Source: an optimization exercise on an open RTL-to-GDS flow (aim: small area). Production flows keep margins and buffers that such runs may drop. Function was checked by simulation only, so behaviour that the tests miss may differ from the original. The clock port is modelled as an ideal driver; clocking choices that lean on that would not hold on a real chip. No activity file was given, so power comes from the tool's default toggle rates.

==> flow/design.v <==
module t11_cpu(
  input         clk,
  input         reset,
  output [15:0] addr,
  input  [15:0] din,
  output [15:0] dout,
  output        wr_n
);
localparam F0 = 5'd0;   
localparam F1 = 5'd1;   
localparam F2 = 5'd2;   
localparam J0 = 5'd3;   
localparam N2 = 5'd4;   
localparam B0 = 5'd5;   
localparam B1 = 5'd6;
localparam B2 = 5'd7;
localparam B3 = 5'd8;   
localparam B4 = 5'd9;
localparam B5 = 5'd10;  
localparam PS = 5'd11;  
localparam D1 = 5'd12;  
localparam PD = 5'd13;  
localparam S0 = 5'd16;
localparam T0 = 5'd20;
reg [127:0] RF;         
reg [15:0]  W1, IR, DI;
reg         Z;
reg [4:0]   st;
wire       i6 = IR[15];
wire [2:0] i5 = IR[14:12];
wire [2:0] i4 = IR[11:9];
wire [2:0] i3 = IR[8:6];
wire [2:0] i2 = IR[5:3];
wire [2:0] i1 = IR[2:0];
wire rt   = st[4];
wire dst  = st[2];
wire [1:0] step = st[1:0];
wire src  = rt & ~dst;
wire dstr = rt & dst;
wire [2:0] smode = i5 == 3'd0 ? i2 : i5 == 3'd1 ? i4 : {i5[1:0], 1'b0};
wire [2:0] mode  = dst ? i2 : smode;
wire m0   = mode == 3'd0;
wire m1   = mode == 3'd1;
wire m24  = mode == 3'd2 || mode == 3'd4;    
wire m35  = mode == 3'd3 || mode == 3'd5;    
wire mdec = mode[2];                          
wire m67  = mode[2] & mode[1];
wire s_addr_r  = (st == F0) | (rt & step == 2'd0 & ~m0 & ~m67);
wire s_addr_di = rt & step == 2'd1 & m35;
wire s_wr      = dstr & ((step == 2'd0 & (m1 | m24)) | (step == 2'd1 & m35));
wire s_w1_rd   = src & step == 2'd0 & m0;                        
wire s_w1_di   = src & ((step == 2'd1 & (m1 | m24)) | (step == 2'd2 & m35));
wire s_incdec  = rt & ((step == {~dst, dst} & m24) | (step == {1'b1, ~dst} & m35));
wire s_t0      = dstr & step == 2'd0 & m0;                       
wire last      = rt & (m0 | m67 & step == 2'd0 | s_incdec | (m1 & step == {1'b0, ~dst}));
wire use_pc = (st == F0) | (st == F2) | (st == B5);
wire [2:0] ridx = ~rt ? 3'd7 : (dst | i5 == 3'd0) ? i1 : i3;
wire sel_w1 = (st == D1) | s_t0;
wire sel_di = s_addr_di | s_w1_di;
wire sel_rf = use_pc | s_addr_r | s_w1_rd | s_incdec;
wire sel_ps = reset & (st == J0);
reg [15:0] pc_rst;
always @(*)
  case (din[15:13])
    3'd0: pc_rst = 16'hc004;
    3'd1: pc_rst = 16'h8004;
    3'd2: pc_rst = 16'h4004;
    3'd3: pc_rst = 16'h2004;
    3'd4: pc_rst = 16'h1004;
    3'd5: pc_rst = 16'h0004;
    3'd6: pc_rst = 16'hf604;
    default: pc_rst = 16'hf404;
  endcase
reg [15:0] X;
integer k;
always @(*) begin
  X = ({16{sel_w1}} & W1) | ({16{sel_di}} & DI) | ({16{sel_ps}} & pc_rst);
  for (k = 0; k < 8; k = k + 1)
    X = X | ({16{sel_rf && ridx == k}} & RF[k*16 +: 16]);
end
wire w2 = ~i6 | (i1[2:1] == 2'b11);
wire sub = (s_incdec & mdec) | (st == D1) | (st == B5) | (st == B4);
wire [4:0] K = (st == B5) ? {IR[3:0], 1'b0} :
               (st == F2 | s_incdec) ? {3'b000, w2, ~w2} :
               (st == D1 | st == B4) ? 5'd1 : 5'd0;
wire [15:0] Kx = {11'd0, K} ^ {16{sub}};
reg [15:0] ALU;
reg [16:0] c;
integer b;
always @(*) begin
  c[0] = sub;
  for (b = 0; b < 16; b = b + 1) begin
    ALU[b] = X[b] ^ Kx[b] ^ c[b];
    c[b+1] = (X[b] & Kx[b]) | (c[b] & (X[b] ^ Kx[b]));
    if (b == 8)
      c[9] = sub ? (c[5] | (|X[8:5])) : (c[5] & (&X[8:5]));
    if (b == 12)
      c[13] = sub ? (c[9] | (|X[12:9])) : (c[9] & (&X[12:9]));
  end
end
assign addr = (s_addr_r | s_addr_di) ? X : 16'd0;
assign dout = W1;
assign wr_n = ~s_wr;
wire rf_we = ~reset & ((st == F2) | (st == B5) | s_incdec | s_t0);
wire [2:0] widx = use_pc ? 3'd7 : src ? i3 : i1;
integer r;
always @(posedge clk) begin
  for (r = 0; r < 8; r = r + 1) begin
    if ((rf_we && widx == r) || (reset && r == 7)) begin
      RF[r*16 +: 8] <= ALU[7:0];
      if (!i6 || reset) RF[r*16+8 +: 8] <= ALU[15:8];
    end
  end
end
wire w1_we = ~reset & (s_w1_rd | s_w1_di | (st == D1) | (st == B1) | (st == B4));
always @(posedge clk) begin
  if (w1_we) W1[7:0] <= ALU[7:0];
  if (w1_we & ~i6) W1[15:8] <= ALU[15:8];
end
always @(posedge clk) begin
  DI <= din;
  if (st == F1) IR[7:0] <= DI[7:0];
  if (st == F1 && !i6) IR[14:8] <= DI[14:8];
  if (reset) IR[15] <= 1'b0;
  else if (st == F1 && !i6) IR[15] <= DI[15];
end
always @(posedge clk) begin
  if (st == D1) Z <= W1 == 16'd1;    
  else if (st == B3) Z <= IR[3:0] == 4'd0 && (~i6 || W1[14:8] == 7'd0);
end
reg [4:0] nst;
always @(*) begin
  case (st)
    F0: nst = F1;
    F1: nst = F2;
    F2: nst = i5 == 3'd0 ? (i4 == 3'd0 ? F0 : i4 == 3'd1 ? B0 : i4 == 3'd5 ? PS : J0) :
              i5 == 3'd1 ? PS :
              (i5 == 3'd4 || i5 == 3'd5 || i5 == 3'd6) ? S0 : J0;
    N2: nst = J0;
    B0: nst = Z ? N2 : B1;
    B1: nst = B2;
    B2: nst = B3;
    B3: nst = B4;
    B4: nst = B5;
    B5: nst = J0;
    PS: nst = S0;
    D1: nst = PD;
    PD: nst = T0;
    default:
      if (rt) begin
        if (m67 && step == 2'd0) nst = F0;
        else if (last) nst = dst ? (i5 == 3'd1 ? N2 : J0) :
                                   (i5 == 3'd1 ? PD : i5 == 3'd0 ? D1 : J0);
        else nst = st + 5'd1;
      end else nst = F0;    
  endcase
end
always @(posedge clk)
  if (reset) st <= J0;
  else st <= nst;
endmodule
==> flow/flow/run.sh <==
#!/bin/bash
set -e
cp standard.sh standard_sh_copy.log
rm -rf scripts_abc_area
cp -r "$FLOW_HOME/scripts" scripts_abc_area
cp flow/abc_area.script scripts_abc_area/abc_area.script
SCRIPTS_DIR="$PWD/scripts_abc_area" bash standard.sh synth > standard_synth.log 2>&1
export BUFFER_PORTS_ARGS="-buffer_cell sky130_fd_sc_hd__buf_1"
export CTS_ARGS="-sink_clustering_enable -repair_clock_nets -dont_use_dummy_load -buf_list sky130_fd_sc_hd__clkbuf_8"
bash standard.sh cts > standard_cts.log 2>&1
RES_DIR="$PWD/orfs/results/sky130hd/t11_cpu/base" openroad -no_init -exit flow/clk_leaf_resize.tcl > clk_leaf_resize.log 2>&1
bash standard.sh > standard_finish.log 2>&1
==> flow/flow/abc_area.script <==
&get -n
&deepsyn -I 3 -J 200
&put
dch -f
amap
topo
stime -c
==> flow/flow/clk_leaf_resize.tcl <==
set res $::env(RES_DIR)
set platform $::env(FLOW_HOME)/platforms/sky130hd
set out [expr {[info exists ::env(OUT_ODB)] ? $::env(OUT_ODB) : "$res/4_1_cts.odb"}]
set slew_max 0.112
read_liberty $platform/lib/sky130_fd_sc_hd__tt_025C_1v80.lib
read_db $res/4_1_cts.odb
read_sdc $res/4_cts.sdc
source $platform/setRC.tcl
set_propagated_clock [all_clocks]
set db [ord::get_db]
set small [$db findMaster sky130_fd_sc_hd__clkbuf_4]
set big [$db findMaster sky130_fd_sc_hd__clkbuf_8]

proc leaf_sinks {inst} {
  set pins {}
  foreach it [[[$inst findITerm X] getNet] getITerms] {
    if {[$it getInst] == $inst} { continue }
    if {[[$it getMTerm] getName] != "CLK"} { return {} }
    lappend pins "[[$it getInst] getName]/CLK"
  }
  return $pins
}
proc worst_slew {pins} {
  set w 0
  foreach p $pins {
    set s [get_property [get_pins $p] slew_max]
    if {$s > $w} { set w $s }
  }
  return $w
}

set cands {}
foreach inst [[ord::get_db_block] getInsts] {
  if {[$inst getMaster] != $big} { continue }
  set pins [leaf_sinks $inst]
  if {[llength $pins] == 0} { continue }
  lappend cands [list $inst $pins]
}
foreach c $cands { [lindex $c 0] swapMaster $small }
# revert the worst leaf until every small leaf meets the limit
while {1} {
  estimate_parasitics -placement
  set worst_c ""
  set worst_s 0
  foreach c $cands {
    if {[[lindex $c 0] getMaster] != $small} { continue }
    set s [worst_slew [lindex $c 1]]
    if {$s > $slew_max && $s > $worst_s} { set worst_s $s; set worst_c $c }
  }
  if {$worst_c == ""} { break }
  puts "keep clkbuf_8: [[lindex $worst_c 0] getName] (slew [format %.4f $worst_s] with clkbuf_4)"
  [lindex $worst_c 0] swapMaster $big
}
set n 0
foreach c $cands {
  set inst [lindex $c 0]
  set s [worst_slew [lindex $c 1]]
  puts "[$inst getName] [[$inst getMaster] getName] sinks [llength [lindex $c 1]] slew [format %.4f $s]"
  if {[$inst getMaster] == $small} { incr n }
}
puts "clock leaf buffers resized: $n of [llength $cands]"
write_db $out
==> flow/standard.sh <==
#!/bin/bash
# synth_recipe.tcl (not shown) runs the flow's synth.tcl, then flattens the netlist and writes it again
# the make line also repeats each setting of config.mk as NAME=value (left out here)
make -C /OpenROAD-flow-scripts/flow DESIGN_CONFIG=/design/flow/config.mk WORK_HOME=/design/flow/orfs CLKGATE_MAP_FILE= SYNTH_SCRIPT=/design/flow/synth_recipe.tcl "${@:-finish}"
==> flow/config.mk <==
export PLATFORM = sky130hd
export DESIGN_NAME = t11_cpu
export DESIGN_NICKNAME = t11_cpu
export VERILOG_FILES = /design/flow/design.v
export SDC_FILE = /design/flow/constraint.sdc
export NUM_CORES = 4
export LEC_CHECK = 0
export ABC_AREA = 1
export CAP_MARGIN = 20
export CORE_MARGIN = 2
export CORE_UTILIZATION = 40
export SLEW_MARGIN = 20
==> flow/constraint.sdc <==
create_clock -name core_clock -period 11.0 [get_ports {clk}]
set_input_delay 2.2000 -clock core_clock [delete_from_list [all_inputs] [get_ports {clk}]]
set_output_delay 2.2000 -clock core_clock [all_outputs]
set_load 0.01 [all_outputs]
==> summary.txt, run 1 <==
TritonCTS clock tree=yes; mapped cell area=7482 sq um; postcts setup bufs=0; # DRC=0; worst slew pin tran=1095 ps; average wire per standard cell=about 24 um; Final TNS setup=0 ps; Leak=between 0.002 and 0.003 uW; area grow syn2layout=11.14%; RePlAce Congestion=roughly 0.88; via count=5173; Crit-path slowest cell=dfxtp_1; crit path max fanout=16; Cell variety after synth=39; critical path type=reg -> reg; top_reg_cell synth=edfxtp_1; worst hold margin=433.9 ps; first-pass GRT wire length=31.13 mm; Post-synth top cells=160 x edfxtp_1, 60 x nor2_1, 43 x clkinv_1, 34 x a222oi_1, 30 x nand2_1; router iterations before antenna repair=7; number of top-level pins=51; Via-to-Cell Ratio=between 6 and 7; Slew Viols, Final=0; deepest clock path buffer count=2; Final Non-Filler Cells=858; CP required=around 11000 ps; Mean Syn Cell Area=about 14 sq um; flops & latches, synth=182; cts repair resizes=0; Antenna Cells=0; RSZ-0062 raised after global routing=no; largest net degree at the start of global routing=21; net count after synthesis=about 580; top post-synthesis cells by area=edfxtp_1 64%, dfxtp_1 5.9%, a222oi_1 4.5%, fa_1 3.2%, nor2_1 3.0%; Worst path top cell family by delay=adder cells; htree depth=4; Starting Density=0.4041; Tot Pwr=1985 uW; Worst setup SP type=flop; antenna violations before repair=0; final worst slack=1014 ps; count leader, synth=edfxtp_1; Die Area=just under 20000 sq um; Slew Limit Headroom=0.2641; worst vdd ir=0.07168 mV; clock slew at reported path FFs=around 110 ps; Die Span X=140.8 um; Hold WC Path Type=reg -> reg; GRT overflow=0; CP most frequent cell=fa_1; placed cells=approximately 840; status=timing/DRC/antenna clean; Final setup viols=0; cells after synthesis=540; Synth top area share=0.6421; Total Routing Usage GR=0.2149; initial drt markers=699; CP Capture Type=flop; Final period util=0.9078; Max Cap Viol=0; Post-synth EDFFs=160; worst path bufs/invs=4; crit path time final=roughly 10000 ps; Critical Path Start=st[2]$_SDFF_PP0_; register area share after synthesis=0.7010; number of I/O port buffers=50; clock root cell=clkbuf_8; vias in the first global route=just over 5000; core footprint=18520 sq um; ratio of cells with drive above 1 in the final layout=0.06731; pre-CTS setup slack=810.2 ps; die height=140.8 um; Fin Clk Skew=35.80 ps; reg2reg start=st[2]$_SDFF_PP0_; CTS Buf Count=17; Crit path largest cell delay=620 ps; Final ANT Viol Nets=0; Total Nets Final=approximately 660; Worst Path Arrival=10140 ps; pwr/cell area=238.7 nW/um^2; worst-skew pair later-pin latency=about 450 ps; CTS Hold Bufs=0; Synth area leader=edfxtp_1; Hold Startpoint=DI[14]$_DFF_P_; Hold Fails Final Rpt=0; # rows=50; post-DP HPWL=roughly 14 mm; Warnings, synthesis=1; fraction of registers with async set/reset=0; clk sink count=between 150 and 200; f_max=approximately 100 MHz; WL final=just over 20 mm
-- per-stage QoR --
stage | utilization | area (sq um)
after global placement | 0.4391 | 8132
after CTS | 0.4518 | 8366
after floorplan | - | 7482
after detailed placement | 0.4391 | 8132
after global routing | 0.4491 | 8315
final | 0.4491 | 8315
-- report_power, final --
part           total (uW)  internal, uW  switching [uW]
Combinational         647           183             465
Sequential           1040           997            42.1
Clock                 298           103             195
-- worst reg2reg max path: cells and delay by family, from the launching register on --
family / cells / cell delay [ps]
fa+ha+maj: 7 / 3290
flops: 1 / 620
compound gates: 12 / 3100
simple gates: 8 / 1680
buf+inv: 4 / 1030
-- cell usage in the layout, fill, tap and decap left out, types with 3 or more instances in the layout --
cell	count
and2_0	4
dfxtp_1	22
o22ai_1	8
nor3_1	15
a21oi_1	18
a222oi_1	34
clkbuf_4	9
buf_4	17
or3_1	5
clkbuf_8	8
or4_1	5
a221o_1	3
nand3_1	12
ha_1	6
clkinv_1	43
a2111oi_0	3
nand2_1	30
nand2b_1	3
fa_1	12
nand4_1	9
buf_1	50
nor2_1	60
o21ai_0	21
nor3_2	6
a221oi_1	7
a22oi_1	11
nor4_1	4
edfxtp_1	160
or2_0	6
nor2b_1	10
-- path summary, 6_finish.rpt --
path                       to  slack [ps]  cells after the start
max          RF[12]$_DFFE_PP_        1010                     31
min          IR[14]$_DFFE_PP_         430                      0
max reg2reg  RF[12]$_DFFE_PP_        1010                     31
min reg2reg  IR[14]$_DFFE_PP_         430                      0
-- cell type report --
cell class,instances,area (sq um)
multi-input combinational,315,2123
fill,1680,10200
inverter,43,161.4
tap,234,292.8
clock buffer,17,177.7
timing repair buffer,67,315.3
sequential,182,5245
-- logic make-up after synthesis --
group / share of synthesized area
AOI/OAI and AO/OA: 0.1281
adders and majority gates: 0.04214
buffers and inverters: 0.02157
DFF: 0.7010
and+or+nand+nor: 0.1072
-- registers in the layout, summed over array words and instances, names as in the netlist --
register and flops:
RF 128, DI 16, IR 16, W1 16
st 5, Z 1
-- layer usage --
metal  vias up  share of wire  global-route usage
li1       2302              -                   -
met1      2575           0.41              0.2923
met2       245           0.47              0.3379
met3        51          0.072             0.03635
met4         0          0.043              0.1053
met5         -              0                   0
==> run 2: changes to the inputs <==
==> flow/flow/abc_area.script (replaced) <==
&get -n
&deepsyn -I 10 -J 200
&put
dch -f
amap
topo
stime -c
==> run 2 against run 1 <==
Against the previous run: wire length increased by 1.2%; via count increased by 0.14%; flip-flop and latch count unchanged; final cell count decreased by 2.1%; still clean on timing, DRC and antenna; global-route usage increased by 0.33 points; non-clock buffer count decreased by 3; sequential power about the same; worst hold slack improved by 18 ps; sequential share of layout area increased by 0.22 points; maximum frequency increased by 5.2%; die area decreased by 0.32%; clock-buffer cell count unchanged.
==> summary.txt, run 2 <==
post-DP HPWL=14.41 mm; metal2 WL=9.981 mm; Starting Density=0.4109; Synth area leader=edfxtp_1; met1 WL=8.418 mm; Top reg by flops=RF; initial drt markers=607; register area share after synthesis=0.7034; number of I/O port buffers=50; net count after synthesis=approximately 570; met3 WL=1.729 mm; Max Cap Viol=0; TritonCTS clock tree=yes; Slew Limit Headroom=0.2903; Cell variety after synth=40; ratio of cells with drive above 1 in the final layout=0.06874; Final ANT Viol Nets=0; mapped cell area=7457 sq um; reg2reg start=st[2]$_SDFF_PP0_; Slew Viols, Final=0; first-pass GRT wire length=between 30 and 40 mm; Via-to-Cell Ratio=6.167; Critical Path Start=st[2]$_SDFF_PP0_; worst slew pin tran=roughly 1100 ps; router iterations before antenna repair=7; CP required=11160 ps; top post-synthesis cells by area=edfxtp_1 64%, dfxtp_1 5.9%, a222oi_1 4.8%, fa_1 3.2%, nor2_1 2.8%; # DRC=0; via count=5180; RePlAce Congestion=0.8914; critical path type=reg -> reg; cts repair resizes=0; Worst setup SP type=flop; number of top-level pins=51; Fin Clk Skew=around 36 ps; RSZ-0062 raised after global routing=no; WL final=20.83 mm; clock root cell=clkbuf_8; Post-synth EDFFs=160; f_max=about 110 MHz; CTS Hold Bufs=0; area grow syn2layout=11.12%; htree depth=4; post-layout util=0.4566; core footprint=18150 sq um; crit path max fanout=16; Antenna Cells=0; cells after synthesis=530; average wire per standard cell=24.80 um; count leader, synth=edfxtp_1; max FFs per register=128; postcts setup bufs=0; fraction of registers with async set/reset=0; flops & latches, synth=182; pwr/cell area=237.5 nW/um^2; top layer in use=met4; Hold WC Path Type=reg -> reg; Crit path largest cell delay=650 ps; top_reg_cell synth=edfxtp_1; CP Capture Type=flop; Die Area=~20000 sq um; Warnings, synthesis=1; Hold Fails Final Rpt=0; Worst Path Arrival=~9700 ps; # rows=49; deepest clock path buffer count=2; Final period util=0.8632; Total Routing Usage GR=0.2182; worst vdd ir=0.08557 mV; crit path time final=9496 ps; Post-synth top cells=160 x edfxtp_1, 56 x nor2_1, 39 x clkinv_1, 36 x a222oi_1, 26 x nand2_1; CP most frequent cell=fa_1; worst-skew pair later-pin latency=470 ps; most frequent cells in the layout=160 x edfxtp_1, 55 x nor2_1, 50 x buf_1; status=timing/DRC/antenna clean; Final setup viols=0; Die Span X=140.5 um; Final TNS setup=0 ps; die height=140.5 um; Leak=approximately 0.0026 uW; CTS Buf Count=17; clock slew at reported path FFs=100 ps; clk sink count=182; antenna violations before repair=0; commonest non-fill, non-tap cell in the layout=edfxtp_1; GRT overflow=0; Hold Startpoint=DI[14]$_DFF_P_; largest net degree at the start of global routing=19; Mean Syn Cell Area=14.07 sq um; Total Nets Final=649; Synth top area share=0.6443; Crit-path slowest cell=o21ai_0; vias in the first global route=approximately 5200
## run 2: report_power, final
part | switching, uW | total, uW | internal, uW
Combinational | 450 | 625 | 174
Sequential | 44.4 | 1030 | 986
Clock | 199 | 313 | 114
## run 2: critical path, delay by kind of cell, from the launching register on
family                     cells  cell delay [ps]
adders and majority gates      7             3240
DFF                            1              590
buffers and inverters          4             1070
and+or+nand+nor               13             2040
AOI/OAI and AO/OA              8             2240
## run 2: area by class of cell
type | count | area, sq um
clock buffer | 17 | 196.4
fill | 1621 | 9861
inverter | 39 | 146.4
multi-input combinational | 309 | 2120
sequential | 182 | 5245
tap | 229 | 286.5
timing repair buffer | 64 | 292.8
## run 2: routing by layer
metal,GRT usage,up-vias
li1,-,2279
met5,0,-
met2,0.3455,278
met1,0.2933,2573
met4,0.09211,0
met3,0.04821,50
## run 2: final timing paths
| path | cells past startpoint | slack (ps) | end |
|---|---|---|---|
| worst max-delay path | 32 | 1500 | RF[124]$_DFFE_PP_ |
| worst min-delay path | 0 | 450 | IR[14]$_DFFE_PP_ |
| worst max register to register | 32 | 1500 | RF[124]$_DFFE_PP_ |
| worst min register to register | 0 | 450 | IR[14]$_DFFE_PP_ |
## run 2: per-stage QoR
stage	worst slack [ps]	area [sq um]	hold slack (ps)	total power (uW)	std cells
2_1_floorplan	2919	7457	407.2	1414	530
3_3_place_gp	2085	8090	437.4	1654	823
3_5_place_dp	1707	8090	440.4	1664	823
4_1_cts	1633	8324	454.3	1995	840
5_1_grt	732.2	8287	466.1	2067	840
6_report	1505	8287	452.0	1968	840
## run 2: kinds of logic after synthesis
group           count (synthesis)  share of synthesized area
compound gates                128                     0.1285
simple gates                  163                     0.1062
flops                         182                     0.7034
fa+ha+maj                      18                    0.04228
buf+inv                        39                    0.01963
==> run 3: changes to the inputs <==
--- a/flow/design.v
+++ b/flow/design.v
@@ -120,6 +120,6 @@
 always @(posedge clk) begin
   DI <= din;
-  if (st == F1) IR[7:0] <= DI[7:0];
-  if (st == F1 && !i6) IR[14:8] <= DI[14:8];
+  if (reset || st == F1) IR[7:0] <= DI[7:0];
+  if (reset || (st == F1 && !i6)) IR[14:8] <= DI[14:8];
   if (reset) IR[15] <= 1'b0;
   else if (st == F1 && !i6) IR[15] <= DI[15];
==> run 3 against run 2 <==
Against the previous run: register-to-register slack better by 200 ps; critical endpoint is now RF[12]$_DFFE_PP_; setup slack better by 200 ps; first-iteration DRC count down 2.3%; largest power group unchanged; combinational power up 6.9%; non-clock buffer count unchanged; worst hold slack better by 1.2 ps; critical path depth down 2; die area about the same; sequential power about the same; sequential share of layout area about the same; maximum frequency up 2.2%; clock power down 4%.
==> summary.txt, run 3 <==
Crit path largest cell delay=610 ps; CTS Hold Bufs=0; Warnings, synthesis=1; Post-synth EDFFs=160; # DRC=0; Via-to-Cell Ratio=6.142; pre-CTS setup slack=1933 ps; register area share after synthesis=0.7028; status=timing/DRC/antenna clean; flops & latches, synth=182; worst hold margin=453.2 ps; Post-synth top cells=160 x edfxtp_1, 48 x nor2_1, 42 x a222oi_1, 41 x nand2_1, 40 x clkinv_1; Slew Limit Headroom=0.2571; Worst setup SP type=flop; Total Routing Usage GR=0.2132; CP most frequent cell=fa_1; # rows=49; TritonCTS clock tree=yes; vias in the first global route=between 5000 and 6000; Mean Syn Cell Area=14.08 sq um; cells after synthesis=530; Worst path top cell family by delay=adder cells; Post-DP Area=8098 sq um; CTS Buf Count=17; worst slew pin tran=about 1100 ps; area grow syn2layout=10.96%; Top reg by flops=RF; Crit-path slowest cell=o21ai_0; f_max=107.6 MHz; router iterations before antenna repair=8; RSZ-0062 raised after global routing=no; commonest non-fill, non-tap cell in the layout=edfxtp_1; Final setup viols=0; ratio of cells with drive above 1 in the final layout=0.06874; worst path bufs/invs=4; CP required=11130 ps; cts repair resizes=0; die height=140.6 um; net count after synthesis=566; Cell variety after synth=40; Max Cap Viol=0; deepest clock path buffer count=2; fin area=8282 sq um; RePlAce Congestion=0.9153; htree depth=4; CP Capture Type=flop; crit path time final=9294 ps; number of I/O port buffers=50; top post-synthesis cells by area=edfxtp_1 64%, dfxtp_1 5.9%, a222oi_1 5.6%, fa_1 3.2%, nor2_1 2.4%; via count=5159; Antenna Cells=0; core footprint=18150 sq um; Die Area=19770 sq um; WL final=20.25 mm; clk sink count=182; Synth area leader=edfxtp_1; critical path type=reg -> reg; post-DP HPWL=14.08 mm; Final period util=0.8449; Synth top area share=0.6438; worst-skew pair later-pin latency=460 ps; count leader, synth=edfxtp_1; antenna violations before repair=0; Leak=around 0.0026 uW; max FFs per register=128; mapped cell area=7463 sq um; number of top-level pins=51; pwr/cell area=about 240 nW/um^2; Final ANT Viol Nets=0; Fin Clk Skew=37.63 ps; top_reg_cell synth=edfxtp_1; crit path max fanout=16; GRT overflow=0; final worst slack=1706 ps; clock slew at reported path FFs=100 ps; Starting Density=0.4113; worst vdd ir=0.09877 mV; initial drt markers=593; largest net degree at the start of global routing=17; fraction of registers with async set/reset=0; average wire per standard cell=24.10 um; Final TNS setup=0 ps; most frequent cells in the layout=160 x edfxtp_1, 50 x buf_1, 48 x nor2_1; Total Nets Final=649; Slew Viols, Final=0; Hold WC Path Type=reg -> reg; Worst Path Arrival=9420 ps; Die Span X=140.6 um; Hold Fails Final Rpt=0; postcts setup bufs=0; clock root cell=clkbuf_8; first-pass GRT wire length=around 30 mm
==> run 3: changes by cell type after synthesis, moves of 3 or more <==
cell,previous run,this run
nand4_1,14,8
o21a_1,5,2
a22oi_1,20,0
o221ai_1,0,4
nor2_1,56,48
nand2_1,26,41
a221oi_1,4,8
nor2b_1,6,13
a222oi_1,36,42
o2111ai_1,0,3
==> run 3: kinds of logic (layout without fill, tap and decap cells) <==
logic type / Yosys count / in the layout / share of synthesized area
AOI/OAI and AO/OA: 121 / 121 / 0.1271
buffers and inverters: 40 / 121 / 0.02012
adders and majority gates: 18 / 18 / 0.04225
DFF: 182 / 182 / 0.7028
and+or+nand+nor: 169 / 169 / 0.1078
==> run 3: final timing paths <==
kind                         start               end  slack (ps)  depth (start not counted)
hold / removal       DI[6]$_DFF_P_   IR[6]$_DFFE_PP_         450                          0
hold reg to reg      DI[6]$_DFF_P_   IR[6]$_DFFE_PP_         450                          0
setup reg to reg  st[2]$_SDFF_PP0_  RF[12]$_DFFE_PP_        1710                         30
setup / recovery  st[2]$_SDFF_PP0_  RF[12]$_DFFE_PP_        1710                         30
==> run 3: worst reg2reg max path, delay by kind of cell, from the launching register on <==
family / cells / cell delay, ps
AOI/OAI and AO/OA: 8 / 2190
adders and majority gates: 7 / 3280
buffers and inverters: 4 / 1030
DFF: 1 / 580
and+or+nand+nor: 11 / 1920
==> run 3: through the flow <==
stage | total power (uW) | instances | utilization
after floorplan | 1461 | 530 | -
after global placement | 1705 | 823 | 0.4462
after detailed placement | 1718 | 823 | 0.4462
after CTS | 2046 | 840 | 0.4591
after global routing | 2112 | 840 | 0.4564
final | 2007 | 840 | 0.4564
==> run 3: routing by layer <==
metal	vias up	wire (um)	track usage
met1	2542	8145	0.2786
met4	0	697	0.09263
met5	-	0	0
met2	271	9839	0.3452
li1	2291	-	-
met3	55	1565	0.04823
==> run 3: area by class of cell <==
class	instances	area, sq um
clock buffer	17	183.9
multi-input combinational	308	2123
fill	1627	9866
tap	229	286.5
sequential	182	5245
inverter	40	150.1
timing repair buffer	64	292.8
==> run 3: report_power, final <==
part           switching (uW)  internal, uW  leakage, uW
combinational             478           190     0.000857
clock                     192           107     0.000102
sequential               42.4           998      0.00168
total                     712          1290      0.00264
==> run 4: changes to the inputs <==
--- a/flow/design.v
+++ b/flow/design.v
@@ -120,8 +120,6 @@
 always @(posedge clk) begin
   DI <= din;
-  if (reset || st == F1) IR[7:0] <= DI[7:0];
-  if (reset || (st == F1 && !i6)) IR[14:8] <= DI[14:8];
-  if (reset) IR[15] <= 1'b0;
-  else if (st == F1 && !i6) IR[15] <= DI[15];
+  if (reset) IR <= 16'd0;
+  else if (st == F1) IR <= {i6 ? IR[15:8] : DI[15:8], DI[7:0]};
 end
 always @(posedge clk) begin
==> run 4 against run 3 <==
Against the previous run: still clean; sequential share of layout area shrank 2.0 points; synthesized cell count increased by 9.6%; combinational power shrank 26%; die area up 0.70%; core utilization is 0.92 points lower; power shrank 13%; first-iteration DRC count increased by 11%; sequential power is 9% lower.
==> summary.txt, run 4 <==
cts repair resizes=0; Hold WC Path Type=reg -> reg; Final setup viols=0; RePlAce Congestion=approximately 0.94; # rows=50; number of I/O port buffers=50; Synth Area in Compound Gates=0.1431; Leak=around 0.0027 uW; reg2reg setup slack=1150 ps; Antenna Cells=0; antenna violations before repair=0; deepest clock path buffer count=2; Synth area leader=edfxtp_1; worst-skew pair later-pin latency=around 460 ps; Reg2Reg Capture Point=RF[92]$_DFFE_PP_; worst hold margin=474.1 ps; GRT overflow=0; Top reg by flops=RF; CP most frequent cell=fa_1; Worst path top cell family by delay=adder cells; CTS Buf Count=17; mapped cell area=7517 sq um; reg2reg start=st[2]$_SDFF_PP0_; Adder-Cell Fraction of Synth Area=0.04194; CP required=11130 ps; post-DP HPWL=about 14 mm; RSZ-0062 raised after global routing=no; Mean Syn Cell Area=~13 sq um; via count=5394; top post-synthesis cells by area=edfxtp_1 58%, dfxtp_1 9.9%, a222oi_1 3.9%, clkinv_1 3.5%, fa_1 3.2%; Total Nets Final=701; worst vdd ir=approximately 0.072 mV; htree depth=4; TritonCTS clock tree=yes; crit path time final=9852 ps; first-pass GRT wire length=31.15 mm; f_max=101.5 MHz; clk sink count=182; Die Span X=141.1 um; Worst Hold Depth=2; critical path type=reg -> reg; initial drt markers=661; CP Capture Type=flop; ratio of cells with drive above 1 in the final layout=0.05279; largest net degree at the start of global routing=20; max FFs per register=128; mux cell area share after synthesis=0; vias in the first global route=5329; postcts setup bufs=0; die height=roughly 140 um; cells after synthesis=approximately 580; status=timing/DRC/antenna clean; Post-Synth XOR/XNOR Area=0; Via-to-Cell Ratio=6.013; Warnings, synthesis=1; Starting Density=0.4046; WL final=20.63 mm; core footprint=18580 sq um; Slew Limit Headroom=0.2758; Post-synth top cells=145 x edfxtp_1, 70 x clkinv_1, 59 x nor2_1, 37 x dfxtp_1, 30 x nand2_1; clock root cell=clkbuf_8; multi-input combinational cell area=roughly 2200 sq um; flops & latches, synth=182; Worst setup SP type=flop; CTS Hold Bufs=0; router iterations before antenna repair=6; most frequent cells in the layout=145 x edfxtp_1, 70 x clkinv_1, 59 x nor2_1; average wire per standard cell=about 23 um; Crit path largest cell delay=730 ps; Hold Fails Final Rpt=0; area grow syn2layout=10.54%; clock slew at reported path FFs=110 ps; Post-synth EDFFs=~150; Total Routing Usage GR=0.2108; top_reg_cell synth=edfxtp_1; Fin Clk Skew=between 40 and 50 ps; sequential cell area=5095 sq um; Final period util=0.8956; Cell variety after synth=38; reg2reg path depth=28; register area share after synthesis=0.6778; Worst Path Arrival=9980 ps; post-synthesis simple-gate area fraction=0.1022; number of top-level pins=51; Min-Delay Endpoint=IR[5]$_SDFFE_PP0P_; commonest non-fill, non-tap cell in the layout=edfxtp_1; pwr/cell area=209.4 nW/um^2; worst path bufs/invs=3; net count after synthesis=617; fraction of registers with async set/reset=0; crit path max fanout=17; Die Area=19910 sq um; Synth top area share=0.5792; Crit-path slowest cell=dfxtp_1; Slew Viols, Final=0; Max Cap Viol=0; main combinational cell family by area after synthesis=compound AO/OA/AOI/OAI gates; worst slew pin tran=1075 ps; # DRC=0; Hold Startpoint=IR[5]$_SDFFE_PP0P_; Final ANT Viol Nets=0; count leader, synth=edfxtp_1; Final TNS setup=0 ps; number of fill cells=approximately 1700
==> run 4: cell types whose count changed after synthesis, sizes merged, moves of 5 or more <==
cell | before | now
a222oi | 42 | 29
a22oi | 0 | 6
clkinv | 40 | 70
dfxtp | 22 | 37
edfxtp | 160 | 145
nand2 | 41 | 30
nand4 | 8 | 13
nor2 | 48 | 59
nor2b | 13 | 6
o22ai | 10 | 25
==> run 4: worst max-delay path by stage <==
stage | start | to | slack [ps] | depth (start not counted)
after CTS | st[2]$_SDFF_PP0_ | RF[12]$_DFFE_PP_ | 1300 | 28
final | st[2]$_SDFF_PP0_ | RF[92]$_DFFE_PP_ | 1150 | 28
after floorplan | st[2]$_SDFF_PP0_ | RF[108]$_DFFE_PP_ | 2680 | 28
after global placement | st[2]$_SDFF_PP0_ | W1[12]$_DFFE_PP_ | 1700 | 28
after detailed placement | st[2]$_SDFF_PP0_ | W1[12]$_DFFE_PP_ | 1340 | 28
after global routing | st[2]$_SDFF_PP0_ | RF[76]$_DFFE_PP_ | 330 | 28
==> run 4: power by group <==
group	total, uW	leakage [uW]	switching, uW	internal, uW
Clock	302	0.000102	195	107
Combinational	493	0.000898	351	142
Sequential	945	0.00166	33.5	912
==> run 4: area by class of cell <==
type / instances / share of cell area
Inverter: 70 / 0.03162
Tap cell: 234 / 0.03524
Clock buffer: 17 / 0.02214
Timing Repair Buffer: 65 / 0.03614
Sequential cell: 182 / 0.6132
Multi-Input combinational cell: 329 / 0.2617
==> run 4: kinds of logic after synthesis <==
group / after synthesis
AO/OA/AOI/OAI: 148
flip-flops: 182
adder cells (fa/ha/maj): 18
buffers and inverters: 70
AND/OR/NAND/NOR: 163
==> run 4: per-stage QoR <==
| stage | utilization | instances | area (sq um) | power [uW] | setup WS (ps) |
|---|---|---|---|---|---|
| after detailed placement | 0.4373 | 880 | 8125 | 1449 | 1338 |
| after global routing | 0.4472 | 897 | 8309 | 1823 | 327.0 |
| after floorplan | - | 581 | 7517 | 1274 | 2682 |
| after CTS | 0.4499 | 897 | 8359 | 1774 | 1304 |
| after global placement | 0.4373 | 880 | 8125 | 1439 | 1695 |
| final | 0.4472 | 897 | 8309 | 1740 | 1148 |
==> run 4: tightest hold or removal path, stage by stage, from the launching register on <==
cell	delay, ps
dfxtp_1	300
clkinv_1	60
o22ai_1	70
==> run 4: routing by layer <==
layer / routed length [um] / up-vias / GRT usage
met4: 520 / 0 / 0.08211
met5: 0 / - / 0
li1: - / 2415 / -
met3: 1304 / 35 / 0.04042
met1: 8309 / 2718 / 0.2664
met2: 10490 / 226 / 0.3597

[re-timing with driven ports]
No port has a modelled driver above. Below, the same layouts with a new extraction and two added sets of constraints. Step 1 assumes that a clkbuf_16 drives the clock port and a buf_2 every other input. Step 2 moves the port delays by t, midway between the first and last clock arrival at a register: inputs arrive t later, outputs are due t later. That takes back most of the time a late clock gives input paths. Slacks: ideal ports / drivers / drivers and shift; pairs: ideal ports / drivers.
run	shift t [ns]	setup slack, ns	latest minus earliest clock arrival (ns)
run 1	0.479	1.014 / 1.014 / 1.014	0.036 / 0.035
run 2	0.491	1.505 / 1.505 / 1.505	0.036 / 0.035
run 3	0.481	1.706 / 1.706 / 1.706	0.037 / 0.038
run 4	0.485	1.148 / 1.148 / 1.148	0.042 / 0.041
After both steps setup and hold are still met in every run listed.
